From an optimization exercise on the open Yosys and OpenROAD flow, aimed at small area, a short achievable clock period and few clock cycles; shortcuts taken in it are not production practice. Function was checked by simulation only, so behaviour that the tests miss may differ from the original. Power figures rest on the tool's default switching activity, not on a simulated workload.

<file path="design.v">
`timescale 1ns/100ps
`default_nettype none
module Milestone_1 (
		input logic Clock_50,
		input logic Resetn,
		input logic M1_Start,
		input logic [15:0] SRAM_read_data,
		output logic M1_Finish,
		output logic [15:0] M1_write_data,
		output logic [17:0] M1_address,
		output logic M1_we_n
);
localparam logic [17:0] U_BASE   = 18'd38400;
localparam logic [17:0] V_BASE   = 18'd57600;
localparam logic [17:0] RGB_BASE = 18'd146944;
logic        running;
logic [1:0]  fin_cnt;      
logic        fin_wait;
logic [2:0]  ph;           
logic [7:0]  kk;
logic        lin;          
logic [3:0]  li;           
logic [15:0] ypt;          
logic [16:0] wpt;          
logic ph0, ph1, ph2, ph3, ph4;
assign ph0 = (ph == 3'd0);
assign ph1 = (ph == 3'd1);
assign ph2 = (ph == 3'd2);
assign ph3 = (ph == 3'd3);
assign ph4 = (ph == 3'd4);
logic pair, wait_lead;
assign pair      = (kk >= 8'd2);
assign wait_lead = (kk == 8'd0);
logic l0, l2, l3, l4, l5, l6, l7, l8, l9, l10, l11;
assign l0  = lin & (li == 4'd0);
assign l2  = lin & (li == 4'd2);
assign l3  = lin & (li == 4'd3);
assign l4  = lin & (li == 4'd4);
assign l5  = lin & (li == 4'd5);
assign l6  = lin & (li == 4'd6);
assign l7  = lin & (li == 4'd7);
assign l8  = lin & (li == 4'd8);
assign l9  = lin & (li == 4'd9);
assign l10 = lin & (li == 4'd10);
assign l11 = lin & (li == 4'd11);
logic clamp;
assign clamp = (kk >= 8'd158);
logic is_write;
assign is_write = running & pair & (ph0 | ph1 | ph3);
logic uv_rd_slot;
assign uv_rd_slot = ph2 & (kk != 8'd0) & (kk <= 8'd155);
logic rd_u, rd_v, rd_y;
assign rd_u = l0 | l5 | (uv_rd_slot & kk[0]);
assign rd_v = l2 | l7 | ((kk == 8'd1) & ph1) | (uv_rd_slot & ~kk[0]);
assign rd_y = l9 | (ph4 & (kk != 8'd0) & (kk <= 8'd159));
logic [1:0] uv_off;
assign uv_off = (l0 | l2) ? 2'd0 : (l5 | l7) ? 2'd1 : 2'd2;
logic [17:0] uv_addr;
assign uv_addr = {3'd0, ypt[15:1]} + {2'd0, rd_v ? 8'd225 : 8'd150, 6'd0, uv_off};    
logic row_end, frame_end;
assign row_end   = (kk == 8'd161) & ph4;
assign frame_end = (kk == 8'd161) & ph3 & (ypt == 16'd38400);
always_ff @(posedge Clock_50 or negedge Resetn) begin
	if (!Resetn) begin
		running   <= 1'b0;
		fin_wait  <= 1'b0;
		fin_cnt   <= 2'd0;
		M1_Finish <= 1'b0;
		M1_we_n   <= 1'b1;
		ph        <= 3'd0;
		kk        <= 8'd0;
		lin       <= 1'b0;
		li        <= 4'd0;
		ypt       <= 16'd0;
		wpt       <= RGB_BASE[16:0];
	end else begin
		M1_we_n <= ~is_write;
		if (running) begin
			if (frame_end) begin
				running  <= 1'b0;
				fin_wait <= 1'b1;
			end
			if (row_end) begin
				ph <= 3'd0;
				kk <= 8'd0;
			end else if (wait_lead) begin
				if (l9) kk <= 8'd1;
			end else if (ph4) begin
				ph <= 3'd0;
				kk <= kk + 8'd1;
			end else begin
				ph <= ph + 3'd1;
			end
			if (frame_end) begin
				lin <= 1'b0;
			end else if ((kk == 8'd160) & ph1) begin
				lin <= 1'b1;
				li  <= 4'd0;
			end else if (lin) begin
				li <= li + 4'd1;
				if (li == 4'd11) lin <= 1'b0;
			end
			if (rd_y) ypt <= ypt + 16'd1;
			if (is_write) wpt <= wpt + 17'd1;
		end else if (fin_wait) begin
			fin_cnt <= fin_cnt + 2'd1;
			if (fin_cnt == 2'd1) begin
				M1_Finish <= 1'b1;
				fin_wait  <= 1'b0;
			end
		end else if (M1_Start & ~M1_Finish) begin
			running <= 1'b1;
			lin     <= 1'b1;
			li      <= 4'd0;
		end
	end
end
logic [2:0] ph_n;
always_comb begin
	if (~running | frame_end | row_end | ph4 | wait_lead)
		ph_n = 3'd0;
	else
		ph_n = ph + 3'd1;
end
logic sel_fv, sel_e, sel_w0, sel_w1, en_su, en_sv;
always_ff @(posedge Clock_50) begin
	sel_fv     <= (ph_n == 3'd2);
	en_su      <= (ph_n == 3'd2);
	en_sv      <= (ph_n == 3'd3);
	sel_e      <= (ph_n == 3'd3);
	sel_w0     <= (ph_n == 3'd0);
	sel_w1     <= (ph_n == 3'd1);
end
always_ff @(posedge Clock_50) begin
	if (is_write)
		M1_address <= {1'b1, wpt};
	else if (rd_u | rd_v)
		M1_address <= uv_addr;
	else
		M1_address <= {2'd0, ypt};
end
logic [7:0]  wu0, wu1, wu2, wu3, wu4, wu5;    
logic [7:0]  wv0, wv1, wv2, wv3, wv4, wv5;    
logic [7:0]  pend_h, pend_l;                   
logic [15:0] y_reg;
logic [8:0]  su, sv;                           
logic        nu, nv;                           
logic [7:0]  b0_reg;
wire [7:0] dh = SRAM_read_data[15:8];
wire [7:0] dl = SRAM_read_data[7:0];
logic shift_reg;    
assign shift_reg = pair & ph0;
logic sh_u, sh_v;
assign sh_u = shift_reg | l3 | l4 | l5 | l6 | l8 | l9;
assign sh_v = shift_reg | l5 | l6 | l7 | l8 | l10 | l11;
logic [7:0] u_in, v_in;
always_comb begin
	if (l3 | l8)
		u_in = dh;
	else if (l6 | l9)
		u_in = pend_h;
	else if (clamp | l4 | l5)
		u_in = wu5;
	else if (~kk[0])
		u_in = dh;
	else
		u_in = pend_h;
	if (l5 | l10)
		v_in = dh;
	else if (l8 | l11)
		v_in = pend_l;
	else if (clamp | l6 | l7)
		v_in = wv5;
	else if (~kk[0])
		v_in = pend_h;
	else
		v_in = pend_l;
end
logic ld_pend_h, ld_pend_l, pend_h_dl, pend_v2;
assign pend_v2   = (kk == 8'd1) & ph4;    
assign pend_h_dl = l3 | l8 | (shift_reg & ~kk[0]);
assign ld_pend_h = pend_h_dl | (shift_reg & kk[0]) | pend_v2;
assign ld_pend_l = l5 | l10 | (shift_reg & kk[0]) | pend_v2;
always_ff @(posedge Clock_50) begin
	if (ph2 & ~wait_lead) y_reg <= SRAM_read_data;
	if (sh_u) begin
		wu0 <= wu1; wu1 <= wu2; wu2 <= wu3; wu3 <= wu4; wu4 <= wu5; wu5 <= u_in;
	end
	if (sh_v) begin
		wv0 <= wv1; wv1 <= wv2; wv2 <= wv3; wv3 <= wv4; wv4 <= wv5; wv5 <= v_in;
	end
	if (ld_pend_h) pend_h <= pend_h_dl ? dl : dh;
	if (ld_pend_l) pend_l <= dl;
end
logic [7:0] f0, f1, f2, f3, f4, f5;
assign f0 = sel_fv ? wv0 : wu0;
assign f1 = sel_fv ? wv1 : wu1;
assign f2 = sel_fv ? wv2 : wu2;
assign f3 = sel_fv ? wv3 : wu3;
assign f4 = sel_fv ? wv4 : wu4;
assign f5 = sel_fv ? wv5 : wu5;
wire [8:0] fs1 = {1'b0, f0} + {1'b0, f5};
wire [8:0] fs2 = {1'b0, f1} + {1'b0, f4};
wire [8:0] fs3 = {1'b0, f2} + {1'b0, f3};
logic [9:0] fD13, fD12, fD32;
logic [8:0] fS3;
always_ff @(posedge Clock_50) begin
	fS3  <= fs3;
	fD13 <= {1'b0, fs1} - {1'b0, fs3};
	fD12 <= {1'b0, fs1} - {1'b0, fs2};
	fD32 <= {1'b0, fs3} - {1'b0, fs2};
end
wire [18:0] ftot;
wire ft_w1;
wire ft_w2;
wire ft_w3;
wire ft_w4;
wire ft_w5;
wire ft_w6;
wire ft_w7;
wire ft_w8;
wire ft_w9;
wire ft_w10;
wire ft_w11;
wire ft_w12;
wire ft_w13;
wire ft_w14;
wire ft_w15;
wire ft_w16;
wire ft_w17;
wire ft_w18;
wire ft_w19;
wire ft_w20;
wire ft_w21;
wire ft_w22;
wire ft_w23;
wire ft_w24;
wire ft_w25;
wire ft_w26;
wire ft_w27;
wire ft_w28;
wire ft_w29;
wire ft_w30;
wire ft_w31;
wire ft_w32;
wire ft_w33;
wire ft_w34;
wire ft_w35;
wire ft_w36;
wire ft_w37;
wire ft_w38;
wire ft_w39;
wire ft_w40;
wire ft_w41;
wire ft_w42;
wire ft_w43;
wire ft_w44;
wire ft_w45;
wire ft_w46;
wire ft_w47;
wire ft_w48;
wire ft_w49;
wire ft_w50;
wire ft_w51;
wire ft_w52;
wire ft_w53;
wire ft_w54;
wire ft_w55;
wire ft_w56;
wire ft_w57;
wire ft_w58;
wire ft_w59;
wire ft_w60;
wire ft_w61;
wire ft_w62;
wire ft_w63;
wire ft_w64;
wire ft_w65;
wire ft_w66;
assign {ft_w2, ft_w1} = fD12[5] + fD12[3];
assign {ft_w4, ft_w3} = fD13[8] + fD12[6] + fD12[4];
assign {ft_w6, ft_w5} = fD32[3] + fS3[1];
assign {ft_w8, ft_w7} = fD12[7] + fD12[5] + fD32[4];
assign {ft_w10, ft_w9} = fS3[2] + fD13[9];
assign {ft_w12, ft_w11} = fD12[6] + fD32[5] + fS3[3];
assign {ft_w14, ft_w13} = {~fD13[9]} + {~fD12[8]};
assign {ft_w16, ft_w15} = fD12[7] + fD32[6] + fS3[4];
assign {ft_w18, ft_w17} = fD12[8] + {~fD12[9]};
assign {ft_w20, ft_w19} = fD32[7] + fS3[5];
assign {ft_w22, ft_w21} = fD32[8] + fS3[6];
assign {ft_w24, ft_w23} = fD13[5] + fD12[3];
assign {ft_w26, ft_w25} = fD13[6] + fD12[4] + fD12[2];
assign {ft_w28, ft_w27} = fD32[2] + fS3[0] + ft_w1;
assign {ft_w30, ft_w29} = fD13[7] + ft_w2 + ft_w3;
assign {ft_w32, ft_w31} = ft_w4 + ft_w6 + ft_w7;
assign {ft_w34, ft_w33} = ft_w8 + ft_w10 + ft_w11;
assign {ft_w36, ft_w35} = ft_w12 + ft_w14 + ft_w15;
assign {ft_w38, ft_w37} = ft_w16 + ft_w18 + ft_w19;
assign {ft_w40, ft_w39} = fD12[8] + ft_w20 + ft_w21;
assign {ft_w42, ft_w41} = fS3[7] + ft_w22;
assign {ft_w44, ft_w43} = fD13[4] + fD12[2];
assign {ft_w46, ft_w45} = fD12[1] + fD32[0] + ft_w23;
assign {ft_w48, ft_w47} = fD32[1] + ft_w24 + ft_w25;
assign {ft_w50, ft_w49} = ft_w26 + ft_w27 + {~fD13[7]};
assign {ft_w52, ft_w51} = ft_w5 + ft_w28 + ft_w29;
assign {ft_w54, ft_w53} = ft_w9 + ft_w30 + ft_w31;
assign {ft_w56, ft_w55} = ft_w13 + ft_w32 + ft_w33;
assign {ft_w58, ft_w57} = ft_w17 + ft_w34 + ft_w35;
assign {ft_w60, ft_w59} = ft_w36 + ft_w37 + {~fD12[8]};
assign {ft_w62, ft_w61} = ft_w38 + ft_w39 + {~fD12[9]};
assign {ft_w64, ft_w63} = ft_w40 + ft_w41 + {~fD32[9]};
assign {ft_w66, ft_w65} = ft_w42 + {~fS3[8]};
wire [18:0] ft_ra = {{~fS3[8]}, {~fS3[8]}, {~fS3[8]}, ft_w64, ft_w62, ft_w60, ft_w58, ft_w56, ft_w54, ft_w52, ft_w50, ft_w48, ft_w46, ft_w44, fD12[0], fD13[3], fD13[2], fD13[1], fD13[0]};
wire [18:0] ft_rb = {1'b0, 1'b0, ft_w66, ft_w65, ft_w63, ft_w61, ft_w59, ft_w57, ft_w55, ft_w53, ft_w51, ft_w49, ft_w47, ft_w45, ft_w43, fD12[1], fD12[0], 1'b0, 1'b0};
assign ftot = ft_ra + ft_rb;
always_ff @(posedge Clock_50) begin
	if (en_su) begin
		su <= ftot[16:8];
		nu <= ftot[18];
	end
	if (en_sv) begin
		sv <= ftot[16:8];
		nv <= ftot[18];
	end
end
logic [7:0] ly;
logic [8:0] lu, lv;
logic [10:0] ly5, lu3, lv3;    
logic       lnu, lnv, hnu, hnv;
wire [7:0] ly_n = sel_e ? y_reg[15:8] : y_reg[7:0];
wire [8:0] lu_n = sel_e ? {1'b0, wu2} : su;
wire [8:0] lv_n = sel_e ? {1'b0, wv2} : sv;
always_ff @(posedge Clock_50) begin
	ly  <= ly_n;
	lu  <= lu_n;
	lv  <= lv_n;
	ly5 <= {1'b0, ly_n, 2'b00} + {3'b000, ly_n};
	lu3 <= {1'b0, lu_n, 1'b0} + {2'b00, lu_n};
	lv3 <= {1'b0, lv_n, 1'b0} + {2'b00, lv_n};
	lnu <= ~sel_e & nu;
	lnv <= ~sel_e & nv;
	hnu <= lnu;
	hnv <= lnv;
end
logic pnu, pnv;
assign pnu = hnu;
assign pnv = hnv;
wire [20:0] r_lsum;
wire rlo_w1;
wire rlo_w2;
wire rlo_w3;
wire rlo_w4;
wire rlo_w5;
wire rlo_w6;
wire rlo_w7;
wire rlo_w8;
wire rlo_w9;
wire rlo_w10;
wire rlo_w11;
wire rlo_w12;
wire rlo_w13;
wire rlo_w14;
wire rlo_w15;
wire rlo_w16;
wire rlo_w17;
wire rlo_w18;
wire rlo_w19;
wire rlo_w20;
wire rlo_w21;
wire rlo_w22;
wire rlo_w23;
wire rlo_w24;
wire rlo_w25;
wire rlo_w26;
wire rlo_w27;
wire rlo_w28;
wire rlo_w29;
wire rlo_w30;
wire rlo_w31;
wire rlo_w32;
wire rlo_w33;
wire rlo_w34;
wire rlo_w35;
wire rlo_w36;
wire rlo_w37;
wire rlo_w38;
wire rlo_w39;
wire rlo_w40;
wire rlo_w41;
wire rlo_w42;
wire rlo_w43;
wire rlo_w44;
wire rlo_w45;
wire rlo_w46;
wire rlo_w47;
wire rlo_w48;
wire rlo_w49;
wire rlo_w50;
wire rlo_w51;
wire rlo_w52;
wire rlo_w53;
wire rlo_w54;
wire rlo_w55;
wire rlo_w56;
wire rlo_w57;
wire rlo_w58;
wire rlo_w59;
wire rlo_w60;
wire rlo_w61;
wire rlo_w62;
wire rlo_w63;
wire rlo_w64;
wire rlo_w65;
wire rlo_w66;
wire rlo_w67;
wire rlo_w68;
wire rlo_w69;
wire rlo_w70;
wire rlo_w71;
wire rlo_w72;
wire rlo_w73;
wire rlo_w74;
wire rlo_w75;
wire rlo_w76;
assign {rlo_w2, rlo_w1} = lv[0] + lv[3];
assign {rlo_w4, rlo_w3} = lv[1] + lv[4] + lv3[8];
assign {rlo_w6, rlo_w5} = lv[2] + lv[5] + lv3[9];
assign {rlo_w8, rlo_w7} = ly[1] + lv[3] + lv[6];
assign {rlo_w10, rlo_w9} = ly[2] + ly5[0] + lv[4];
assign {rlo_w12, rlo_w11} = ly5[1] + lv[5] + lv[8];
assign {rlo_w14, rlo_w13} = ly[4] + ly5[2] + lv[6];
assign {rlo_w16, rlo_w15} = ly[5] + ly5[3];
assign {rlo_w18, rlo_w17} = ly[6] + ly5[4] + lv[8];
assign {rlo_w20, rlo_w19} = ly[7] + ly5[5] + lv3[1];
assign {rlo_w22, rlo_w21} = ly[1] + ly5[6] + lv3[2];
assign {rlo_w24, rlo_w23} = lv3[7] + ly[5];
assign {rlo_w26, rlo_w25} = rlo_w2 + rlo_w3 + {~ly[6]};
assign {rlo_w28, rlo_w27} = rlo_w4 + rlo_w5 + {~ly[7]};
assign {rlo_w30, rlo_w29} = lv3[10] + ly[0] + rlo_w6;
assign {rlo_w32, rlo_w31} = lv[7] + lv3[0] + rlo_w8;
assign {rlo_w34, rlo_w33} = lv3[1] + rlo_w10 + rlo_w11;
assign {rlo_w36, rlo_w35} = lv3[2] + ly[3] + rlo_w12;
assign {rlo_w38, rlo_w37} = lv[7] + lv3[3] + rlo_w14;
assign {rlo_w40, rlo_w39} = lv3[0] + lv3[4] + rlo_w16;
assign {rlo_w42, rlo_w41} = lv3[5] + rlo_w18 + rlo_w19;
assign {rlo_w44, rlo_w43} = lv3[6] + ly[0] + rlo_w20;
assign {rlo_w46, rlo_w45} = lv3[3] + {~ly[1]};
assign {rlo_w48, rlo_w47} = lv[0] + lv3[4] + {~ly[2]};
assign {rlo_w50, rlo_w49} = lv[1] + lv3[5] + {~ly[3]};
assign {rlo_w52, rlo_w51} = lv[2] + lv3[6] + ly[4];
assign {rlo_w54, rlo_w53} = rlo_w1 + rlo_w23 + {~ly[4]};
assign {rlo_w56, rlo_w55} = rlo_w24 + rlo_w25 + {~ly[5]};
assign {rlo_w58, rlo_w57} = rlo_w26 + rlo_w27 + {~ly[0]};
assign {rlo_w60, rlo_w59} = rlo_w7 + rlo_w28 + rlo_w29;
assign {rlo_w62, rlo_w61} = rlo_w9 + rlo_w30 + rlo_w31;
assign {rlo_w64, rlo_w63} = rlo_w32 + rlo_w33 + {~ly[3]};
assign {rlo_w66, rlo_w65} = rlo_w13 + rlo_w34 + rlo_w35;
assign {rlo_w68, rlo_w67} = rlo_w15 + rlo_w36 + rlo_w37;
assign {rlo_w70, rlo_w69} = rlo_w17 + rlo_w38 + rlo_w39;
assign {rlo_w72, rlo_w71} = rlo_w40 + rlo_w41 + {~ly[0]};
assign {rlo_w74, rlo_w73} = rlo_w21 + rlo_w42 + rlo_w43;
assign {rlo_w76, rlo_w75} = rlo_w22 + rlo_w44;
wire [20:0] rlo_ra = {1'b0, rlo_w76, rlo_w74, rlo_w72, rlo_w70, rlo_w68, rlo_w66, rlo_w64, rlo_w62, rlo_w60, rlo_w58, rlo_w56, rlo_w54, rlo_w52, rlo_w50, rlo_w48, rlo_w46, {~ly[0]}, lv3[2], lv3[1], lv3[0]};
wire [20:0] rlo_rb = {1'b0, 1'b0, rlo_w75, rlo_w73, rlo_w71, rlo_w69, rlo_w67, rlo_w65, rlo_w63, rlo_w61, rlo_w59, rlo_w57, rlo_w55, rlo_w53, rlo_w51, rlo_w49, rlo_w47, rlo_w45, ly[0], 1'b0, 1'b0};
assign r_lsum = rlo_ra + rlo_rb;
logic [2:0] r_cy;
always_ff @(posedge Clock_50) r_cy <= r_lsum[20:18];
logic [1:0] r_lb;
always_ff @(posedge Clock_50) r_lb <= r_lsum[17:16];
wire [8:0] r_hpre;
wire rhi_w1;
wire rhi_w2;
wire rhi_w3;
wire rhi_w4;
wire rhi_w5;
wire rhi_w6;
wire rhi_w7;
wire rhi_w8;
wire rhi_w9;
wire rhi_w10;
wire rhi_w11;
wire rhi_w12;
wire rhi_w13;
wire rhi_w14;
wire rhi_w15;
wire rhi_w16;
wire rhi_w17;
wire rhi_w18;
wire rhi_w19;
wire rhi_w20;
assign {rhi_w2, rhi_w1} = ly[2] + ly5[7];
assign {rhi_w4, rhi_w3} = ly[3] + ly5[8] + lv3[4];
assign {rhi_w6, rhi_w5} = ly[4] + ly5[9] + lv3[5];
assign {rhi_w8, rhi_w7} = ly[5] + ly5[10] + lv3[6];
assign {rhi_w10, rhi_w9} = lv3[3] + lv3[7];
assign {rhi_w12, rhi_w11} = lv3[8] + rhi_w2 + rhi_w3;
assign {rhi_w14, rhi_w13} = lv3[9] + rhi_w4 + rhi_w5;
assign {rhi_w16, rhi_w15} = lv3[10] + rhi_w6 + rhi_w7;
assign {rhi_w18, rhi_w17} = ly[6] + lv3[7] + rhi_w8;
assign {rhi_w20, rhi_w19} = ly[7] + lv3[8];
wire [8:0] rhi_ra = {1'b0, lv3[10], lv3[9], rhi_w18, rhi_w16, rhi_w14, rhi_w12, rhi_w10, rhi_w1};
wire [8:0] rhi_rb = {1'b0, 1'b0, rhi_w20, rhi_w19, rhi_w17, rhi_w15, rhi_w13, rhi_w11, rhi_w9};
assign r_hpre = rhi_ra + rhi_rb;
logic [8:0] r_hreg;
always_ff @(posedge Clock_50) r_hreg <= r_hpre;
wire [8:0] r_hsum = r_hreg + {6'd0, r_cy} + 9'd456;
wire [10:0] r_sum = {r_hsum, r_lb};
wire [18:0] g_lsum;
wire glo_w1;
wire glo_w2;
wire glo_w3;
wire glo_w4;
wire glo_w5;
wire glo_w6;
wire glo_w7;
wire glo_w8;
wire glo_w9;
wire glo_w10;
wire glo_w11;
wire glo_w12;
wire glo_w13;
wire glo_w14;
wire glo_w15;
wire glo_w16;
wire glo_w17;
wire glo_w18;
wire glo_w19;
wire glo_w20;
wire glo_w21;
wire glo_w22;
wire glo_w23;
wire glo_w24;
wire glo_w25;
wire glo_w26;
wire glo_w27;
wire glo_w28;
wire glo_w29;
wire glo_w30;
wire glo_w31;
wire glo_w32;
wire glo_w33;
wire glo_w34;
wire glo_w35;
wire glo_w36;
wire glo_w37;
wire glo_w38;
wire glo_w39;
wire glo_w40;
wire glo_w41;
wire glo_w42;
wire glo_w43;
wire glo_w44;
wire glo_w45;
wire glo_w46;
wire glo_w47;
wire glo_w48;
wire glo_w49;
wire glo_w50;
wire glo_w51;
wire glo_w52;
wire glo_w53;
wire glo_w54;
wire glo_w55;
wire glo_w56;
wire glo_w57;
wire glo_w58;
wire glo_w59;
wire glo_w60;
wire glo_w61;
wire glo_w62;
wire glo_w63;
wire glo_w64;
wire glo_w65;
wire glo_w66;
wire glo_w67;
wire glo_w68;
wire glo_w69;
wire glo_w70;
wire glo_w71;
wire glo_w72;
wire glo_w73;
wire glo_w74;
wire glo_w75;
wire glo_w76;
wire glo_w77;
wire glo_w78;
wire glo_w79;
wire glo_w80;
wire glo_w81;
wire glo_w82;
wire glo_w83;
wire glo_w84;
wire glo_w85;
wire glo_w86;
wire glo_w87;
wire glo_w88;
wire glo_w89;
wire glo_w90;
wire glo_w91;
wire glo_w92;
assign {glo_w2, glo_w1} = ly[3] + ly5[1];
assign {glo_w4, glo_w3} = ly5[2] + {~lu[3]} + {~lu3[0]};
assign {glo_w6, glo_w5} = ly5[3] + ly[4] + {~lu[4]};
assign {glo_w8, glo_w7} = ly[6] + ly5[4] + ly[5];
assign {glo_w10, glo_w9} = ly[4] + {~lu3[3]};
assign {glo_w12, glo_w11} = ly[5] + {~lu3[4]} + {~lv[2]};
assign {glo_w14, glo_w13} = ly[6] + lu3[5] + lv[3];
assign {glo_w16, glo_w15} = {~ly[7]} + {~lu3[6]};
assign {glo_w18, glo_w17} = ly[1] + ly[0] + {~lu[0]};
assign {glo_w20, glo_w19} = ly5[0] + {~lu[1]} + {~lu3[8]};
assign {glo_w22, glo_w21} = ly[2] + glo_w1 + {~lu[2]};
assign {glo_w24, glo_w23} = {~lu3[9]} + {~lv[0]};
assign {glo_w26, glo_w25} = glo_w2 + glo_w3 + {~lu3[10]};
assign {glo_w28, glo_w27} = lv[1] + lv[8] + ly[4];
assign {glo_w30, glo_w29} = glo_w4 + glo_w5 + {~lu3[1]};
assign {glo_w32, glo_w31} = lv[2] + lv3[0] + ly[5];
assign {glo_w34, glo_w33} = glo_w6 + glo_w7 + {~lu[5]};
assign {glo_w36, glo_w35} = lu3[2] + lv[3] + lv3[1];
assign {glo_w38, glo_w37} = ly[1] + {~lu3[0]};
assign {glo_w40, glo_w39} = ly[2] + lu3[1] + lv[4];
assign {glo_w42, glo_w41} = ly[3] + {~lu3[2]} + {~lv[0]};
assign {glo_w44, glo_w43} = glo_w9 + {~lv[1]} + {~lv[6]};
assign {glo_w46, glo_w45} = glo_w10 + glo_w11 + {~lv[7]};
assign {glo_w48, glo_w47} = glo_w12 + {~lv[8]} + {~ly[5]};
assign {glo_w50, glo_w49} = glo_w15 + {~lv[4]} + {~ly[0]};
assign {glo_w52, glo_w51} = glo_w16 + glo_w17 + {~lu3[7]};
assign {glo_w54, glo_w53} = glo_w18 + glo_w19 + {~lv[6]};
assign {glo_w56, glo_w55} = glo_w20 + glo_w21 + glo_w23;
assign {glo_w58, glo_w57} = glo_w22 + glo_w24 + glo_w25;
assign {glo_w60, glo_w59} = glo_w26 + glo_w29 + {~glo_w28};
assign {glo_w62, glo_w61} = glo_w30 + glo_w33 + {~glo_w32};
assign {glo_w64, glo_w63} = glo_w8 + glo_w34;
assign {glo_w66, glo_w65} = glo_w37 + {~lv[3]};
assign {glo_w68, glo_w67} = glo_w38 + {~ly[1]} + {~glo_w39};
assign {glo_w70, glo_w69} = glo_w41 + {~lv[5]} + {~glo_w40};
assign {glo_w72, glo_w71} = glo_w42 + glo_w43 + {~ly[3]};
assign {glo_w74, glo_w73} = glo_w44 + glo_w45 + {~ly[4]};
assign {glo_w76, glo_w75} = glo_w46 + glo_w47 + {~glo_w13};
assign {glo_w78, glo_w77} = glo_w48 + glo_w49 + {~glo_w14};
assign {glo_w80, glo_w79} = glo_w50 + glo_w51 + {~lv[5]};
assign {glo_w82, glo_w81} = glo_w52 + glo_w53 + {~ly[2]};
assign {glo_w84, glo_w83} = glo_w54 + glo_w55 + {~lv[7]};
assign {glo_w86, glo_w85} = glo_w56 + glo_w57 + {~glo_w27};
assign {glo_w88, glo_w87} = glo_w58 + glo_w59 + {~glo_w31};
assign {glo_w90, glo_w89} = glo_w60 + glo_w61 + {~glo_w35};
assign {glo_w92, glo_w91} = glo_w62 + glo_w63 + {~glo_w36};
wire [18:0] glo_ra = {1'b0, glo_w64, glo_w90, glo_w88, glo_w86, glo_w84, glo_w82, glo_w80, glo_w78, glo_w76, glo_w74, glo_w72, glo_w70, glo_w68, glo_w66, {~ly[0]}, ly[0], {~lv[1]}, lv[0]};
wire [18:0] glo_rb = {1'b0, glo_w92, glo_w91, glo_w89, glo_w87, glo_w85, glo_w83, glo_w81, glo_w79, glo_w77, glo_w75, glo_w73, glo_w71, glo_w69, glo_w67, glo_w65, {~lv[2]}, {~lv[0]}, 1'b0};
assign g_lsum = glo_ra + glo_rb;
logic [2:0] g_cy;
always_ff @(posedge Clock_50) g_cy <= g_lsum[18:16];
wire [10:0] g_hpre;
wire ghi_w1;
wire ghi_w2;
wire ghi_w3;
wire ghi_w4;
wire ghi_w5;
wire ghi_w6;
wire ghi_w7;
wire ghi_w8;
wire ghi_w9;
wire ghi_w10;
wire ghi_w11;
wire ghi_w12;
wire ghi_w13;
wire ghi_w14;
wire ghi_w15;
wire ghi_w16;
wire ghi_w17;
wire ghi_w18;
wire ghi_w19;
wire ghi_w20;
wire ghi_w21;
wire ghi_w22;
wire ghi_w23;
wire ghi_w24;
wire ghi_w25;
wire ghi_w26;
wire ghi_w27;
wire ghi_w28;
wire ghi_w29;
wire ghi_w30;
wire ghi_w31;
wire ghi_w32;
wire ghi_w33;
wire ghi_w34;
wire ghi_w35;
wire ghi_w36;
wire ghi_w37;
wire ghi_w38;
wire ghi_w39;
wire ghi_w40;
wire ghi_w41;
wire ghi_w42;
wire ghi_w43;
wire ghi_w44;
wire ghi_w45;
wire ghi_w46;
wire ghi_w47;
wire ghi_w48;
wire ghi_w49;
wire ghi_w50;
wire ghi_w51;
wire ghi_w52;
wire ghi_w53;
wire ghi_w54;
wire ghi_w55;
wire ghi_w56;
wire ghi_w57;
wire ghi_w58;
wire ghi_w59;
wire ghi_w60;
assign {ghi_w2, ghi_w1} = ly[0] + ly[7];
assign {ghi_w4, ghi_w3} = ly[1] + ly5[6];
assign {ghi_w6, ghi_w5} = ly[2] + ly5[7];
assign {ghi_w8, ghi_w7} = ly5[5] + ghi_w1 + {~lu[6]};
assign {ghi_w10, ghi_w9} = ghi_w2 + ghi_w3 + {~lu[7]};
assign {ghi_w12, ghi_w11} = {~lu3[4]} + {~lv[5]};
assign {ghi_w14, ghi_w13} = ghi_w4 + ghi_w5 + {~lu[8]};
assign {ghi_w16, ghi_w15} = lu3[5] + lv[6] + lv3[4];
assign {ghi_w18, ghi_w17} = ly[3] + ly5[8] + ghi_w6;
assign {ghi_w20, ghi_w19} = lu3[6] + lv[7] + lv3[5];
assign {ghi_w22, ghi_w21} = ly[4] + ly5[9] + {~lu3[7]};
assign {ghi_w24, ghi_w23} = {~lv[8]} + {~lv3[6]};
assign {ghi_w26, ghi_w25} = ly[5] + ly5[10] + {~lu3[8]};
assign {ghi_w28, ghi_w27} = ghi_w7 + {~lu3[3]};
assign {ghi_w30, ghi_w29} = ghi_w8 + ghi_w9 + ghi_w11;
assign {ghi_w32, ghi_w31} = ghi_w10 + ghi_w12 + ghi_w13;
assign {ghi_w34, ghi_w33} = ghi_w14 + ghi_w17 + {~ghi_w16};
assign {ghi_w36, ghi_w35} = ghi_w18 + ghi_w21 + ghi_w23;
assign {ghi_w38, ghi_w37} = ghi_w22 + ghi_w24 + ghi_w25;
assign {ghi_w40, ghi_w39} = ly[6] + ghi_w26 + {~lu3[9]};
assign {ghi_w42, ghi_w41} = ly[7] + {~lu3[10]};
assign {ghi_w44, ghi_w43} = ghi_w27 + {~lv[4]};
assign {ghi_w46, ghi_w45} = ghi_w28 + ghi_w29 + {~lv3[3]};
assign {ghi_w48, ghi_w47} = ghi_w30 + ghi_w31 + {~ghi_w15};
assign {ghi_w50, ghi_w49} = ghi_w32 + ghi_w33 + {~ghi_w19};
assign {ghi_w52, ghi_w51} = ghi_w34 + ghi_w35 + {~ghi_w20};
assign {ghi_w54, ghi_w53} = ghi_w36 + ghi_w37 + {~lv3[7]};
assign {ghi_w56, ghi_w55} = ghi_w38 + ghi_w39 + {~lv3[8]};
assign {ghi_w58, ghi_w57} = ghi_w40 + ghi_w41 + {~lv3[9]};
assign {ghi_w60, ghi_w59} = ghi_w42 + {~lv3[10]};
wire [10:0] ghi_ra = {1'b0, ghi_w60, ghi_w58, ghi_w56, ghi_w54, ghi_w52, ghi_w50, ghi_w48, ghi_w46, ghi_w44, {~lv3[2]}};
wire [10:0] ghi_rb = {1'b0, 1'b0, ghi_w59, ghi_w57, ghi_w55, ghi_w53, ghi_w51, ghi_w49, ghi_w47, ghi_w45, ghi_w43};
assign g_hpre = ghi_ra + ghi_rb;
logic [10:0] g_hreg;
always_ff @(posedge Clock_50) g_hreg <= g_hpre;
wire [10:0] g_hsum = g_hreg + {8'd0, g_cy} + 11'd1375;
wire [10:0] g_sum = g_hsum;
wire [20:0] b_lsum;
wire blo_w1;
wire blo_w2;
wire blo_w3;
wire blo_w4;
wire blo_w5;
wire blo_w6;
wire blo_w7;
wire blo_w8;
wire blo_w9;
wire blo_w10;
wire blo_w11;
wire blo_w12;
wire blo_w13;
wire blo_w14;
wire blo_w15;
wire blo_w16;
wire blo_w17;
wire blo_w18;
wire blo_w19;
wire blo_w20;
wire blo_w21;
wire blo_w22;
wire blo_w23;
wire blo_w24;
wire blo_w25;
wire blo_w26;
wire blo_w27;
wire blo_w28;
wire blo_w29;
wire blo_w30;
wire blo_w31;
wire blo_w32;
wire blo_w33;
wire blo_w34;
wire blo_w35;
wire blo_w36;
wire blo_w37;
wire blo_w38;
wire blo_w39;
wire blo_w40;
wire blo_w41;
wire blo_w42;
wire blo_w43;
wire blo_w44;
wire blo_w45;
wire blo_w46;
wire blo_w47;
wire blo_w48;
wire blo_w49;
wire blo_w50;
wire blo_w51;
wire blo_w52;
wire blo_w53;
wire blo_w54;
wire blo_w55;
wire blo_w56;
wire blo_w57;
wire blo_w58;
wire blo_w59;
wire blo_w60;
wire blo_w61;
wire blo_w62;
wire blo_w63;
wire blo_w64;
wire blo_w65;
wire blo_w66;
wire blo_w67;
wire blo_w68;
wire blo_w69;
wire blo_w70;
wire blo_w71;
wire blo_w72;
wire blo_w73;
wire blo_w74;
wire blo_w75;
wire blo_w76;
wire blo_w77;
wire blo_w78;
wire blo_w79;
wire blo_w80;
wire blo_w81;
wire blo_w82;
wire blo_w83;
wire blo_w84;
wire blo_w85;
wire blo_w86;
wire blo_w87;
wire blo_w88;
wire blo_w89;
wire blo_w90;
wire blo_w91;
wire blo_w92;
assign {blo_w2, blo_w1} = lu[0] + lu3[4];
assign {blo_w4, blo_w3} = lu[1] + lu3[5] + lu3[8];
assign {blo_w6, blo_w5} = lu[2] + lu3[6] + lu3[9];
assign {blo_w8, blo_w7} = lu[0] + lu[3] + lu3[7];
assign {blo_w10, blo_w9} = lu3[10] + ly[0];
assign {blo_w12, blo_w11} = ly5[0] + lu[1] + lu[4];
assign {blo_w14, blo_w13} = lu3[8] + ly[1] + {~ly[2]};
assign {blo_w16, blo_w15} = ly[3] + ly5[1] + lu[2];
assign {blo_w18, blo_w17} = lu[5] + lu3[9] + ly[2];
assign {blo_w20, blo_w19} = ly[4] + ly5[2] + lu[3];
assign {blo_w22, blo_w21} = lu[6] + lu3[10];
assign {blo_w24, blo_w23} = ly[5] + ly5[3] + lu[4];
assign {blo_w26, blo_w25} = ly[6] + ly5[4];
assign {blo_w28, blo_w27} = ly[7] + ly5[5];
assign {blo_w30, blo_w29} = ly5[6] + lu[0] + lu[7];
assign {blo_w32, blo_w31} = lu3[0] + lu3[3];
assign {blo_w34, blo_w33} = lu3[1] + lu3[4];
assign {blo_w36, blo_w35} = lu3[2] + lu3[5];
assign {blo_w38, blo_w37} = lu3[3] + lu3[6];
assign {blo_w40, blo_w39} = lu3[7] + ly[5] + blo_w1;
assign {blo_w42, blo_w41} = blo_w2 + blo_w3 + {~ly[6]};
assign {blo_w44, blo_w43} = blo_w4 + blo_w5 + {~ly[7]};
assign {blo_w46, blo_w45} = blo_w6 + blo_w7 + blo_w9;
assign {blo_w48, blo_w47} = blo_w8 + blo_w10 + blo_w11;
assign {blo_w50, blo_w49} = blo_w12 + blo_w14 + blo_w15;
assign {blo_w52, blo_w51} = blo_w16 + blo_w18 + blo_w19;
assign {blo_w54, blo_w53} = lu[7] + blo_w20 + blo_w22;
assign {blo_w56, blo_w55} = lu[5] + lu[8] + blo_w24;
assign {blo_w58, blo_w57} = lu[6] + blo_w26 + blo_w27;
assign {blo_w60, blo_w59} = ly[0] + blo_w28 + blo_w29;
assign {blo_w62, blo_w61} = blo_w31 + {~ly[1]};
assign {blo_w64, blo_w63} = blo_w32 + blo_w33 + {~ly[2]};
assign {blo_w66, blo_w65} = blo_w34 + blo_w35 + {~ly[3]};
assign {blo_w68, blo_w67} = ly[4] + blo_w36 + blo_w37;
assign {blo_w70, blo_w69} = blo_w38 + blo_w39 + {~ly[4]};
assign {blo_w72, blo_w71} = blo_w40 + blo_w41 + {~ly[5]};
assign {blo_w74, blo_w73} = blo_w42 + blo_w43 + {~ly[0]};
assign {blo_w76, blo_w75} = blo_w44 + blo_w45 + {~ly[1]};
assign {blo_w78, blo_w77} = blo_w13 + blo_w46 + blo_w47;
assign {blo_w80, blo_w79} = blo_w17 + blo_w48 + blo_w49;
assign {blo_w82, blo_w81} = blo_w21 + blo_w50 + blo_w51;
assign {blo_w84, blo_w83} = blo_w23 + blo_w52 + blo_w53;
assign {blo_w86, blo_w85} = blo_w25 + blo_w54 + blo_w55;
assign {blo_w88, blo_w87} = blo_w56 + blo_w57 + {~ly[0]};
assign {blo_w90, blo_w89} = blo_w58 + blo_w59 + {~ly[1]};
assign {blo_w92, blo_w91} = ly[1] + blo_w30 + blo_w60;
wire [20:0] blo_ra = {1'b0, blo_w92, blo_w90, blo_w88, blo_w86, blo_w84, blo_w82, blo_w80, blo_w78, blo_w76, blo_w74, blo_w72, blo_w70, blo_w68, blo_w66, blo_w64, blo_w62, {~ly[0]}, lu3[2], lu3[1], lu3[0]};
wire [20:0] blo_rb = {1'b0, 1'b0, blo_w91, blo_w89, blo_w87, blo_w85, blo_w83, blo_w81, blo_w79, blo_w77, blo_w75, blo_w73, blo_w71, blo_w69, blo_w67, blo_w65, blo_w63, blo_w61, ly[0], 1'b0, 1'b0};
assign b_lsum = blo_ra + blo_rb;
logic [2:0] b_cy;
always_ff @(posedge Clock_50) b_cy <= b_lsum[20:18];
logic [1:0] b_lb;
always_ff @(posedge Clock_50) b_lb <= b_lsum[17:16];
wire [8:0] b_hpre;
wire bhi_w1;
wire bhi_w2;
wire bhi_w3;
wire bhi_w4;
wire bhi_w5;
wire bhi_w6;
wire bhi_w7;
wire bhi_w8;
wire bhi_w9;
wire bhi_w10;
wire bhi_w11;
wire bhi_w12;
wire bhi_w13;
wire bhi_w14;
wire bhi_w15;
wire bhi_w16;
wire bhi_w17;
wire bhi_w18;
wire bhi_w19;
wire bhi_w20;
assign {bhi_w2, bhi_w1} = ly[2] + ly5[7];
assign {bhi_w4, bhi_w3} = ly[3] + ly5[8];
assign {bhi_w6, bhi_w5} = ly[4] + ly5[9];
assign {bhi_w8, bhi_w7} = ly[5] + ly5[10];
assign {bhi_w10, bhi_w9} = lu[1] + lu[8];
assign {bhi_w12, bhi_w11} = lu[2] + bhi_w2 + bhi_w3;
assign {bhi_w14, bhi_w13} = lu[3] + bhi_w4 + bhi_w5;
assign {bhi_w16, bhi_w15} = lu[4] + bhi_w6 + bhi_w7;
assign {bhi_w18, bhi_w17} = ly[6] + lu[5] + bhi_w8;
assign {bhi_w20, bhi_w19} = ly[7] + lu[6];
wire [8:0] bhi_ra = {1'b0, lu[8], lu[7], bhi_w18, bhi_w16, bhi_w14, bhi_w12, bhi_w10, bhi_w1};
wire [8:0] bhi_rb = {1'b0, 1'b0, bhi_w20, bhi_w19, bhi_w17, bhi_w15, bhi_w13, bhi_w11, bhi_w9};
assign b_hpre = bhi_ra + bhi_rb;
logic [8:0] b_hreg;
always_ff @(posedge Clock_50) b_hreg <= b_hpre;
wire [8:0] b_hsum = b_hreg + {6'd0, b_cy} + 9'd442;
wire [10:0] b_sum = {b_hsum, b_lb};
function automatic [7:0] clip(input logic [10:0] s, input logic neg);
	if (neg | s[10])
		clip = 8'd0;
	else if (|s[9:8])
		clip = 8'd255;
	else
		clip = s[7:0];
endfunction
logic [7:0] r_px, g_px, b_px;
assign r_px = clip(r_sum, pnv);
assign g_px = clip(g_sum, pnu | pnv);
assign b_px = clip(b_sum, pnu);
always_ff @(posedge Clock_50) begin
	b0_reg <= b_px;
	if (sel_w0)
		M1_write_data <= {r_px, g_px};
	else if (sel_w1)
		M1_write_data <= {b0_reg, r_px};
	else
		M1_write_data <= {g_px, b_px};
end
endmodule
</file>
<file path="config.mk">
export PLATFORM = sky130hd
export DESIGN_NAME = Milestone_1
export DESIGN_NICKNAME = Milestone_1
export VERILOG_FILES = /design/flow/design.v
export SDC_FILE = /design/flow/constraint.sdc
export NUM_CORES = 4
export LEC_CHECK = 0
export CAP_MARGIN = 20
export CORE_MARGIN = 2
export CORE_UTILIZATION = 40
export PLACE_DENSITY = 0.6
export SLEW_MARGIN = 20
</file>
<file path="constraint.sdc">
create_clock -name core_clock -period 12.0 [get_ports {Clock_50}]
set_input_delay 2.4000 -clock core_clock [delete_from_list [all_inputs] [get_ports {Clock_50}]]
set_output_delay 2.4000 -clock core_clock [all_outputs]
set_load 0.01 [all_outputs]
</file>
<file path="flow/run.sh">
#!/bin/bash
# Standard layout with two changes to how it is made (the clock period and
# constraints stay the design's): timing repair aims for extra setup slack,
# and the port buffers are plain buffers (buf_2) rather than the resizer's
# default pick.
set -euo pipefail
MARGIN=${MARGIN:-8.1}
bash standard.sh SETUP_SLACK_MARGIN=$MARGIN "BUFFER_PORTS_ARGS=-buffer_cell sky130_fd_sc_hd__buf_2" finish > standard_flow.log 2>&1
</file>
<file path="standard.sh">
#!/bin/bash
# synth_recipe.tcl (not shown) runs the flow's synth.tcl, then flattens the netlist and writes it again
# the make line also repeats each setting of config.mk as NAME=value (left out here)
make -C /OpenROAD-flow-scripts/flow DESIGN_CONFIG=/design/flow/config.mk WORK_HOME=/design/flow/orfs CLKGATE_MAP_FILE= SYNTH_SCRIPT=/design/flow/synth_recipe.tcl "${@:-finish}"
</file>
==> impl_summary.log, run 1 <==
INFO  metric root_buffer = sky130_fd_sc_hd__clkbuf_16
INFO  metric first_pass_iters = 5
INFO  metric synth_mux_area_share = 4.528%
INFO  metric final.hold.worst_slack = 329.9 ps
INFO  metric post_detailed_route_via_to_cell_ratio = 5.061
INFO  metric syn_avg_cell_area = 10.93 um^2
INFO  metric yosys.area_share.adder = 27.41%
INFO  metric worstSetupPathType = reg2reg
INFO  metric path_cells = buf_4 > ha_1 > fa_1 > fa_1 > inv_1 > fa_1 > inv_1 > ha_1 > a21o_1 > a211oi_2 > a31o_2 > a21oi_2 > a21o_1 > a21o_1
INFO  metric hpwl_reported_at_the_end_of_detailed_placement = 44420 um
INFO  metric floorplan.io_pins = 55
INFO  metric worst-slew-pin-transition = 818.1 ps
INFO  metric diodes = 0
INFO  metric ys_ff_latch = 387
INFO  metric ys_seq_area_share = 38.38%
INFO  metric timing.final.max_slew_violations = 0
INFO  metric largest_register_ff_count = 18
INFO  metric power_per_cell_area = 117.8 nW/um^2
INFO  metric grt_max_degree = 59
INFO  metric grt_pass1_vias = 16630
INFO  metric clockBufferDepth = 3
INFO  metric die_h = 252.9 um
INFO  metric synthesis.nets = 2725
INFO  metric grt_antenna_before_repair = 0
INFO  metric fp.dieArea = 63970 um^2
INFO  metric finalWorstPathRequiredPeriod = 3788 ps
INFO  metric routed_wl = 56700 um
INFO  metric worstPathMaxFanout = 4
INFO  metric max_freq = 264.0 MHz
INFO  metric hold_path_class = reg2reg
INFO  metric placed_cell_area = 25950 um^2
INFO  metric setup_tns = 0 ps
INFO  metric final_cell_area = 27780 um^2
INFO  metric setup_viols_final = 0
INFO  metric grt.total_usage = 18.00%
INFO  metric number_of_levels_the_h_tree_was_split_into = 2
INFO  metric data_arrival_critical_path = 4240 ps
INFO  metric timing.clock.skew = 32.17 ps
INFO  metric yosys.area_share.simple = 7.593%
INFO  metric cell_row_count = 91
INFO  metric critPathLaunchType = register
INFO  metric fp.dieW = 252.9 um
INFO  metric yosys_top_cell_area_share = 17.93%
INFO  metric maxCapViolCount = 0
INFO  metric holdBufCountCts = 0
INFO  metric worst_ir_drop_on_vdd = 93.19 uV
INFO  metric critPathRequiredTime = 12450 ps
INFO  metric synth-async-reset-ratio = 14.21%
INFO  metric post-synth-top-area-cell = sky130_fd_sc_hd__edfxtp_1
INFO  metric ant_nets = 0
INFO  metric crit_slowest_cell = sky130_fd_sc_hd__fa_1
INFO  metric max_flop_register = M1_address
INFO  metric path_clk_slew = 60 ps
INFO  metric end_kind = register
INFO  metric yosys_warnings = 1
INFO  metric compound_gate_portion_of_the_synthesized_area = 9.849%
INFO  metric slew-limit-headroom = 45.46%
INFO  metric slowest_delay = 490 ps
INFO  metric gp_congestion = 0.8677
INFO  metric grt_setup_unrepaired = yes
INFO  metric cts-buffers-inserted = 43
INFO  metric initial_core_utilization = 40.31%
INFO  metric fp.coreArea = 61480 um^2
INFO  metric synth.distinct_cells = 94
INFO  metric final_min_period_over_clock_period = 31.56%
INFO  metric numClockSinks = 387
INFO  metric port_buffers = 54
INFO  metric synthFlopType = sky130_fd_sc_hd__dfxtp_1
INFO  metric reg_top3 = M1_address (18), wpt (17)
INFO  metric syn_inst = 2268
INFO  metric synth.area.top_cells = sky130_fd_sc_hd__edfxtp_1 (18%), sky130_fd_sc_hd__dfxtp_1 (15%), sky130_fd_sc_hd__fa_1 (14%)
INFO  metric synth_xor_area_share = 5.265%
INFO  metric run_status = complete, no violations
INFO  metric clock_latency = 580 ps
INFO  metric syn2layout_area_growth = 12.08%
INFO  metric grt_pass1_wl = 89670 um
INFO  metric synth_edf_count = 148
INFO  metric drtIter0Drc = 909
INFO  metric final-hold-violation-count = 0
INFO  metric grt.overflow.total = 0
INFO  metric detailroute.via_count = 16170
INFO  metric cts_tree = built
INFO  metric p_leak = 0.01263 uW
INFO  metric remaining_drc_errors = 0
INFO  metric drive_above_1_share = 13.56%
INFO  metric netlist_area = 24790 um^2
INFO  metric crit_family = adder cells
INFO  metric routedWlPerCell = 17.75 um
INFO  metric net_total_in_the_final_layout = 2828
INFO  metric dominant_combinational_cell_family_by_area_after_synthesis = adder cells
INFO  metric critical_path.n_buffers_inverters = 3
==> synthesized netlist by cell type, types with 5 or more instances <==
library cell	count
sky130_fd_sc_hd__nor2b_1	34
sky130_fd_sc_hd__o21a_1	17
sky130_fd_sc_hd__buf_2	12
sky130_fd_sc_hd__a21oi_1	96
sky130_fd_sc_hd__inv_1	413
sky130_fd_sc_hd__fa_1	175
sky130_fd_sc_hd__xor2_1	50
sky130_fd_sc_hd__and3_1	12
sky130_fd_sc_hd__dfrtp_1	49
sky130_fd_sc_hd__mux2i_1	21
sky130_fd_sc_hd__nand3b_1	5
sky130_fd_sc_hd__nor2_1	94
sky130_fd_sc_hd__clkbuf_1	14
sky130_fd_sc_hd__o21ai_0	80
sky130_fd_sc_hd__a31oi_1	15
sky130_fd_sc_hd__nor3_1	21
sky130_fd_sc_hd__nand2b_1	16
sky130_fd_sc_hd__dfstp_2	6
sky130_fd_sc_hd__nand4_1	16
sky130_fd_sc_hd__o221ai_1	20
sky130_fd_sc_hd__nand2_1	109
sky130_fd_sc_hd__dfxtp_1	184
sky130_fd_sc_hd__a21o_1	43
sky130_fd_sc_hd__ha_1	263
sky130_fd_sc_hd__o21bai_1	24
sky130_fd_sc_hd__o21ai_1	8
sky130_fd_sc_hd__xnor2_1	99
sky130_fd_sc_hd__edfxtp_1	148
sky130_fd_sc_hd__a211oi_1	8
sky130_fd_sc_hd__mux2_2	81
sky130_fd_sc_hd__o211ai_1	11
sky130_fd_sc_hd__nand3_1	27
sky130_fd_sc_hd__o31ai_1	5
==> what timing repair did <==
action                     4_1_cts  5_1_grt
buffers inserted                18       11
resized for setup               28       30
setup endpoints to repair       28       28
gates cloned                     0        1
pin swaps                        6       12
==> worst paths after layout <==
| check | startpoint | endpoint | slack (ps) | depth (start not counted) |
|---|---|---|---|---|
| setup / recovery | ly5[1] | g_cy[2] | 8210 | 14 |
| hold / removal | lnv | hnv | 330 | 0 |
| setup reg to reg | ly5[1] | g_cy[2] | 8210 | 14 |
| hold reg to reg | lnv | hnv | 330 | 0 |
| max in group asynchronous | Resetn | ypt[8] | 9560 | 2 |
| min in group asynchronous | Resetn | wpt[16] | 1930 | 2 |
==> power by group <==
group	total, uW	internal (uW)	switching, uW
clock	1300	748	550
combinational	584	271	313
sequential	1390	1380	15.4
total	3270	2390	879
==> logic make-up after synthesis <==
group / Yosys count
buf+inv: 450
compound gates: 368
fa+ha+maj: 438
flops: 387
mux: 102
simple gates: 374
xor+xnor: 149
==> area by class of cell <==
class | count | area [um^2]
well taps | 790 | 988.4
repair buffers | 92 | 600.6
inverters | 416 | 1575
clock inverters | 22 | 236.5
flip-flops and latches | 387 | 9564
multi-input cells | 1431 | 13660
fillers | 5759 | 33710
clock buffers | 57 | 1152
==> worst reg2reg max path, cell delays in order, from the launching register on <==
cell and delay [ps]:
sky130_fd_sc_hd__dfxtp_4 380, sky130_fd_sc_hd__buf_4 170, sky130_fd_sc_hd__ha_1 310, sky130_fd_sc_hd__fa_1 460, sky130_fd_sc_hd__fa_1 490, sky130_fd_sc_hd__inv_1 50
sky130_fd_sc_hd__fa_1 470, sky130_fd_sc_hd__inv_1 40, sky130_fd_sc_hd__ha_1 300, sky130_fd_sc_hd__a21o_1 180, sky130_fd_sc_hd__a211oi_2 220, sky130_fd_sc_hd__a31o_2 190
sky130_fd_sc_hd__a21oi_2 60, sky130_fd_sc_hd__a21o_1 170, sky130_fd_sc_hd__a21o_1 170
==> cells in the final DEF, fill, tap and decap left out, types with 14 or more instances in the layout <==
| master | count |
|---|---|
| sky130_fd_sc_hd__a21oi_1 | 92 |
| sky130_fd_sc_hd__nand3_1 | 27 |
| sky130_fd_sc_hd__nand2_1 | 109 |
| sky130_fd_sc_hd__xor2_1 | 50 |
| sky130_fd_sc_hd__clkbuf_16 | 44 |
| sky130_fd_sc_hd__dfrtp_1 | 49 |
| sky130_fd_sc_hd__nand2b_1 | 16 |
| sky130_fd_sc_hd__xnor2_1 | 99 |
| sky130_fd_sc_hd__inv_1 | 406 |
| sky130_fd_sc_hd__a31oi_1 | 14 |
| sky130_fd_sc_hd__mux2_2 | 81 |
| sky130_fd_sc_hd__edfxtp_1 | 148 |
| sky130_fd_sc_hd__o221ai_1 | 19 |
| sky130_fd_sc_hd__nor2_1 | 94 |
| sky130_fd_sc_hd__nand4_1 | 16 |
| sky130_fd_sc_hd__o21a_1 | 17 |
| sky130_fd_sc_hd__o21bai_1 | 24 |
| sky130_fd_sc_hd__buf_4 | 34 |
| sky130_fd_sc_hd__nor2b_1 | 33 |
| sky130_fd_sc_hd__nor3_1 | 21 |
| sky130_fd_sc_hd__a21o_1 | 43 |
| sky130_fd_sc_hd__fa_1 | 173 |
| sky130_fd_sc_hd__buf_2 | 54 |
| sky130_fd_sc_hd__o21ai_0 | 77 |
| sky130_fd_sc_hd__mux2i_1 | 21 |
| sky130_fd_sc_hd__dfxtp_1 | 164 |
| sky130_fd_sc_hd__ha_1 | 260 |
==> stage by stage <==
| stage | power, uW | cells | setup WS, ps | util [%] |
|---|---|---|---|---|
| after floorplan | 1832 | 2268 | 8181 | - |
| after global placement | 1955 | 3086 | 7751 | 42.20 |
| after detailed placement | 1966 | 3086 | 7632 | 42.21 |
| after CTS | 3289 | 3183 | 8100 | 44.84 |
| after global routing | 3449 | 3195 | 8101 | 45.18 |
| final | 3273 | 3195 | 8212 | 45.18 |
==> routing by layer <==
layer	track usage, %	part of all wire (%)
met1	24.47	46
met2	29.85	47
met3	2.868	4.1
met4	4.801	2.3
met5	0	0
Testbench counts, summed over its fixed seeds: cycles 774,760.
==> run 2: changes to the inputs <==
--- a/flow/run.sh
+++ b/flow/run.sh
@@ -5,4 +5,4 @@
 # default pick.
 set -euo pipefail
-MARGIN=${MARGIN:-8.1}
+MARGIN=${MARGIN:-8.35}
 bash standard.sh SETUP_SLACK_MARGIN=$MARGIN "BUFFER_PORTS_ARGS=-buffer_cell sky130_fd_sc_hd__buf_2" finish > standard_flow.log 2>&1
==> impl_summary.log, run 2 <==
INFO  metric setup.worst_path.start = ly5[1]
INFO  metric remaining_drc_errors = 0
INFO  metric worst-slew-pin-transition = 783.9 ps
INFO  metric syn_inst = 2268
INFO  metric net_total_in_the_final_layout = 2847
INFO  metric grt_setup_unrepaired = yes
INFO  metric critPathRequiredTime = 12520 ps
INFO  metric worstSetupPathType = reg2reg
INFO  metric worst-r2r-cell-count = 13
INFO  metric syn2layout_area_growth = 14.10%
INFO  metric setup_tns = 0 ps
INFO  metric end_kind = register
INFO  metric post-synth-top-count-cell = sky130_fd_sc_hd__inv_1
INFO  metric syn_avg_cell_area = 10.93 um^2
INFO  metric initial_core_utilization = 40.31%
INFO  metric hpwl_reported_at_the_end_of_detailed_placement = 44960 um
INFO  metric number_of_levels_the_h_tree_was_split_into = 2
INFO  metric rrSetupSlack = 8270 ps
INFO  metric cell_row_count = 91
INFO  metric slew-limit-headroom = 47.74%
INFO  metric fp.dieArea = 63970 um^2
INFO  metric setup_viols_final = 0
INFO  metric largest_register_ff_count = 18
INFO  metric worst_ir_drop_on_vdd = 118.9 uV
INFO  metric run_status = complete, no violations
INFO  metric power_per_cell_area = 117.6 nW/um^2
INFO  metric holdBufCountCts = 0
INFO  metric yosys_top_cell_area_share = 17.93%
INFO  metric netlist_area = 24790 um^2
INFO  metric grt.total_usage = 18.45%
INFO  metric drive_above_1_share = 16.54%
INFO  metric clockBufferDepth = 3
INFO  metric root_buffer = sky130_fd_sc_hd__clkbuf_16
INFO  metric ant_nets = 0
INFO  metric synth-async-reset-ratio = 14.21%
INFO  metric final_common_cell = sky130_fd_sc_hd__inv_1
INFO  metric finalWorstPathRequiredPeriod = 3731 ps
INFO  metric slowest_delay = 530 ps
INFO  metric r2r-start = ly5[1]
INFO  metric path_clk_slew = 60 ps
INFO  metric maxCapViolCount = 0
INFO  metric cts-buffers-inserted = 44
INFO  metric yosys_warnings = 1
INFO  metric synth_edf_count = 148
INFO  metric critPathLaunchType = register
INFO  metric crit_slowest_cell = sky130_fd_sc_hd__fa_2
INFO  metric grt_max_degree = 56
INFO  metric top_cells_by_count_synth = sky130_fd_sc_hd__inv_1 (413), sky130_fd_sc_hd__ha_1 (263), sky130_fd_sc_hd__dfxtp_1 (184), sky130_fd_sc_hd__fa_1 (175), sky130_fd_sc_hd__edfxtp_1 (148)
INFO  metric fin_util = 46.00%
INFO  metric post_detailed_route_via_to_cell_ratio = 5.004
INFO  metric synthFlopType = sky130_fd_sc_hd__dfxtp_1
INFO  metric final_min_period_over_clock_period = 31.09%
INFO  metric hold_path_class = reg2reg
INFO  metric max_flop_register = M1_address
INFO  metric data_arrival_critical_path = 4250 ps
INFO  metric synth.distinct_cells = 94
INFO  metric grt.overflow.total = 0
INFO  metric ys_seq_area_share = 38.38%
INFO  metric ys_ff_latch = 387
INFO  metric detailroute.via_count = 16090
INFO  metric clock_latency = 600 ps
INFO  metric floorplan.io_pins = 55
INFO  metric p_leak = 0.01277 uW
INFO  metric grt_pass1_wl = 92030 um
INFO  metric numClockSinks = 387
INFO  metric die_h = 252.9 um
INFO  metric worstPathMaxFanout = 4
INFO  metric synthesis.nets = 2725
INFO  metric grt_pass1_vias = 16920
INFO  metric timing.clock.skew = 32.05 ps
INFO  metric port_buffers = 54
INFO  metric routedWlPerCell = 17.92 um
INFO  metric layout.cells.most_common_list = sky130_fd_sc_hd__inv_1 (399), sky130_fd_sc_hd__ha_1 (253), sky130_fd_sc_hd__fa_1 (167)
INFO  metric gp_congestion = 0.8704
INFO  metric routed_wl = 57600 um
INFO  metric worstReg2RegEnd = g_hreg[9]
INFO  metric fp.dieW = 252.9 um
INFO  metric final-hold-violation-count = 0
INFO  metric cts_tree = built
INFO  metric max_freq = 268.0 MHz
INFO  metric synth.area.top_cells = sky130_fd_sc_hd__edfxtp_1 (18%), sky130_fd_sc_hd__dfxtp_1 (15%), sky130_fd_sc_hd__fa_1 (14%)
INFO  metric reg_top3 = M1_address (18), wpt (17)
INFO  metric drtIter0Drc = 815
INFO  metric worst_setup_path_endpoint = g_hreg[9]
INFO  metric path_cells = buf_12 > ha_4 > fa_2 > fa_1 > fa_1 > ha_1 > a21o_1 > a21oi_2 > o21bai_1 > a21oi_2 > o21ai_2 > nor4b_2 > a211o_1
INFO  metric timing.final.max_slew_violations = 0
INFO  metric grt_antenna_before_repair = 1
INFO  metric fp.coreArea = 61480 um^2
INFO  metric post-synth-top-area-cell = sky130_fd_sc_hd__edfxtp_1
INFO  metric first_pass_iters = 5
==> run 2: cell counts after synthesis <==
Identical to the previous run, type by type.
==> run 2: cell families after synthesis <==
logic type | share of synthesized area [%]
compound gates | 9.849
xor+xnor | 5.265
fa+ha+maj | 27.41
flops | 38.38
mux | 4.528
buf+inv | 6.977
simple gates | 7.592
==> run 2: cell type report <==
type | instances | area (um^2)
antenna | 1 | 2.502
clock buffer | 57 | 1181
clock inverter | 23 | 234.0
fill | 5691 | 33200
inverter | 416 | 1579
multi-input combinational | 1431 | 13920
sequential | 387 | 9583
tap | 790 | 988.4
timing repair buffer | 110 | 795.8
==> run 2: stage by stage <==
step | setup WS [ps] | total power [uW] | cells | hold slack [ps] | area (um^2)
final | 8269 | 3326 | 3215 | 324.4 | 28280
after detailed placement | 7909 | 1967 | 3088 | 313.6 | 25980
after floorplan | 8316 | 1834 | 2268 | 309.6 | 24820
after global placement | 7988 | 1958 | 3088 | 316.3 | 25980
after CTS | 8265 | 3332 | 3203 | 326.6 | 27980
after global routing | 8150 | 3501 | 3214 | 328.1 | 28280
==> run 2: what timing repair did <==
item / in CTS / in global routing
setup endpoints to repair: 46 / 43
cloned: 1 / 1
endpoints found under the hold margin: 0 / 0
pin swaps: 27 / 40
resized for setup: 69 / 48
setup buffers: 34 / 10
==> run 2: critical path: cells and delay by family (launching register included) <==
kind,cells,cell delay [ps]
and+or+nand+nor,1,260
adders and majority gates,5,1990
AOI/OAI and AO/OA,6,870
buffers and inverters,1,140
DFF,1,380
==> run 2: metal layers <==
| metal | GRT usage, % | wire (um) |
|---|---|---|
| met4 | 5.207 | 1566 |
| met3 | 2.775 | 2372 |
| met1 | 25.20 | 26660 |
| met5 | 0 | 0 |
| met2 | 30.43 | 27010 |
==> run 2: power by group <==
group / internal (uW) / total, uW / switching [uW]
logic: 301 / 638 / 337
clock network: 732 / 1300 / 567
registers: 1380 / 1390 / 14.1
==> run 2: how the worst min path moves through the flow <==
stage | end | depth (start not counted) | startpoint | slack [ps]
CTS | hnv | 0 | lnv | 330
floorplan | hnu | 0 | lnu | 310
finish | hnu | 0 | lnu | 320
global route | hnu | 0 | lnu | 330
detailed placement | hnv | 0 | lnv | 310
global placement | hnv | 0 | lnv | 320
==> run 3: changes to the inputs <==
--- a/flow/run.sh
+++ b/flow/run.sh
@@ -5,4 +5,4 @@
 # default pick.
 set -euo pipefail
-MARGIN=${MARGIN:-8.35}
+MARGIN=${MARGIN:-8}
 bash standard.sh SETUP_SLACK_MARGIN=$MARGIN "BUFFER_PORTS_ARGS=-buffer_cell sky130_fd_sc_hd__buf_2" finish > standard_flow.log 2>&1
==> impl_summary.log, run 3 <==
INFO  metric root_buffer = sky130_fd_sc_hd__clkbuf_16
INFO  metric data_arrival_critical_path = 4220 ps
INFO  metric run_status = complete, no violations
INFO  metric yosys.area_share.simple = 7.593%
INFO  metric timing.final.max_slew_violations = 0
INFO  metric worst_ir_drop_on_vdd = 109.8 uV
INFO  metric floorplan.io_pins = 55
INFO  metric port_buffers = 54
INFO  metric post-synth-top-area-cell = sky130_fd_sc_hd__edfxtp_1
INFO  metric netlist_area = 24790 um^2
INFO  metric slowest_delay = 520 ps
INFO  metric cts_tree = built
INFO  metric yosys_warnings = 1
INFO  metric finalWorstPathRequiredPeriod = 3879 ps
INFO  metric dominant_combinational_cell_family_by_area_after_synthesis = adder cells
INFO  metric die_h = 252.9 um
INFO  metric grt_pass1_wl = 88620 um
INFO  metric crit_family = adder cells
INFO  metric final_common_cell = sky130_fd_sc_hd__inv_1
INFO  metric layout.cells.most_common_list = sky130_fd_sc_hd__inv_1 (410), sky130_fd_sc_hd__ha_1 (261), sky130_fd_sc_hd__fa_1 (175)
INFO  metric syn_avg_cell_area = 10.93 um^2
INFO  metric p_leak = 0.01262 uW
INFO  metric synth_mux_area_share = 4.528%
INFO  metric grt_antenna_before_repair = 0
INFO  metric yosys.area_share.adder = 27.41%
INFO  metric final-hold-violation-count = 0
INFO  metric synth-async-reset-ratio = 14.21%
INFO  metric synth.distinct_cells = 94
INFO  metric worstPathMaxFanout = 4
INFO  metric path_common_cell = sky130_fd_sc_hd__fa_1
INFO  metric numClockSinks = 387
INFO  metric critical_path.n_buffers_inverters = 2
INFO  metric post_detailed_route_via_to_cell_ratio = 5.013
INFO  metric detailroute.via_count = 16020
INFO  metric fp.dieArea = 63970 um^2
INFO  metric synthFlopType = sky130_fd_sc_hd__dfxtp_1
INFO  metric worstSetupPathType = reg2reg
INFO  metric path_cells = fa_1 > fa_1 > inv_1 > fa_1 > inv_1 > ha_1 > or2_2 > a221oi_4 > o21ai_2 > o41ai_4 > o21bai_1 > xor2_1
INFO  metric slew-limit-headroom = 44.72%
INFO  metric ys_ff_latch = 387
INFO  metric critPathRequiredTime = 12350 ps
INFO  metric grt_setup_unrepaired = no
INFO  metric max_freq = 257.8 MHz
INFO  metric synth_xor_area_share = 5.265%
INFO  metric syn2layout_area_growth = 11.81%
INFO  metric grt.total_usage = 17.65%
INFO  metric number_of_levels_the_h_tree_was_split_into = 2
INFO  metric clock_latency = 580 ps
INFO  metric setup_tns = 0 ps
INFO  metric largest_register_ff_count = 18
INFO  metric fp.dieW = 252.9 um
INFO  metric initial_core_utilization = 40.31%
INFO  metric worst-slew-pin-transition = 829.2 ps
INFO  metric first_pass_iters = 5
INFO  metric max_flop_register = M1_address
INFO  metric gp_congestion = 0.8669
INFO  metric grt_pass1_vias = 16650
INFO  metric path_clk_slew = 60 ps
INFO  metric cell_row_count = 91
INFO  metric setup_viols_final = 0
INFO  metric n_fill_cell = 5770
INFO  metric compound_gate_portion_of_the_synthesized_area = 9.849%
INFO  metric synthesis.nets = 2725
INFO  metric synth_edf_count = 148
INFO  metric grt_max_degree = 58
INFO  metric ys_seq_area_share = 38.38%
INFO  metric remaining_drc_errors = 0
INFO  metric power_per_cell_area = 117.2 nW/um^2
INFO  metric syn_inst = 2268
INFO  metric clockBufferDepth = 3
INFO  metric final_min_period_over_clock_period = 32.33%
INFO  metric net_total_in_the_final_layout = 2827
INFO  metric reg_top3 = M1_address (18), wpt (17)
INFO  metric grt.overflow.total = 0
INFO  metric yosys_top_cell_area_share = 17.93%
INFO  metric routedWlPerCell = 17.29 um
INFO  metric cts-buffers-inserted = 43
INFO  metric routed_wl = 55230 um
INFO  metric post-synth-top-count-cell = sky130_fd_sc_hd__inv_1
INFO  metric ant_nets = 0
INFO  metric hold_path_class = reg2reg
INFO  metric drtIter0Drc = 771
INFO  metric critPathLaunchType = register
INFO  metric maxCapViolCount = 0
INFO  metric synth.area.top_cells = sky130_fd_sc_hd__edfxtp_1 (18%), sky130_fd_sc_hd__dfxtp_1 (15%), sky130_fd_sc_hd__fa_1 (14%)
INFO  metric holdBufCountCts = 0
INFO  metric diodes = 0
INFO  metric hpwl_reported_at_the_end_of_detailed_placement = 43690 um
INFO  metric end_kind = register
INFO  metric drive_above_1_share = 13.06%
INFO  metric timing.clock.skew = 31.41 ps
INFO  metric fp.coreArea = 61480 um^2
INFO  metric finalPower = 3249 uW
INFO  metric crit_slowest_cell = sky130_fd_sc_hd__fa_1
INFO  metric top_cells_by_count_synth = sky130_fd_sc_hd__inv_1 (413), sky130_fd_sc_hd__ha_1 (263), sky130_fd_sc_hd__dfxtp_1 (184), sky130_fd_sc_hd__fa_1 (175), sky130_fd_sc_hd__edfxtp_1 (148)
## run 3: cell counts after synthesis
No cell type changed its count.
## run 3: routing by layer
metal,share of wire (%),vias to the layer above,global-route usage (%),wire length (um)
li1,-,7798,-,-
met1,47,7902,24.19,25950
met2,47,260,29.38,26150
met3,4.1,57,2.745,2259
met4,1.6,0,4.057,866
met5,0,-,0,0
## run 3: stage by stage
step | setup slack [ps] | hold slack [ps] | cells | area (um^2) | util (%)
4_1_cts | 8000 | 333.6 | 3173 | 27440 | 44.62
2_1_floorplan | 8065 | 309.6 | 2268 | 24790 | -
6_report | 8121 | 332.5 | 3195 | 27710 | 45.07
3_5_place_dp | 7590 | 317.2 | 3088 | 25960 | 42.22
3_3_place_gp | 7647 | 314.9 | 3088 | 25960 | 42.22
5_1_grt | 7973 | 350.5 | 3195 | 27710 | 45.07
## run 3: final cells by class
class                   instances  area [um^2]  share of cell area, %
clock inverters                22        187.7                 0.6773
well taps                     790        988.4                  3.567
repair buffers                 91        585.6                  2.113
clock buffers                  58         1216                  4.389
flip-flops and latches        387         9548                  34.45
inverters                     416         1575                  5.684
multi-input cells            1431        13610                  49.12
## run 3: kinds of logic (layout without fill, tap and decap cells)
kind of cell	after synthesis	in the layout
AO/OA/AOI/OAI	368	368
XOR/XNOR	149	149
adder cells (fa/ha/maj)	438	438
buffers and inverters	450	587
flip-flops	387	387
multiplexers	102	102
AND/OR/NAND/NOR	374	374
## run 3: path summary, 6_finish.rpt
kind	end	depth (start not counted)	start	slack [ps]
setup / recovery	sv[8]	12	fD12[5]	8120
hold / removal	hnu	0	lnu	330
setup reg to reg	sv[8]	12	fD12[5]	8120
hold reg to reg	hnu	0	lnu	330
max in group asynchronous	ypt[9]	2	Resetn	9580
min in group asynchronous	wpt[16]	2	Resetn	1950
## run 3: what timing repair did
| item | in CTS | in global routing |
|---|---|---|
| hold endpoints to repair | 0 | 0 |
| setup endpoints to repair | 22 | 26 |
| gates cloned | 0 | 1 |
| setup buffers | 5 | 21 |
| pin swaps | 1 | 6 |
| gates resized for setup | 15 | 26 |
## run 3: power by group
group | internal [uW] | switching [uW]
combinational | 261 | 304
sequential | 1380 | 16.8
clock | 742 | 547

Re-timed with assumed drivers on the ports (clkbuf_16 on the clock, buf_2 on other inputs), run 3 has 8.121 ns of setup slack against 8.121 ns with ideal ports, and 8.121 ns once port delays also move by the mid clock arrival of 0.619 ns.
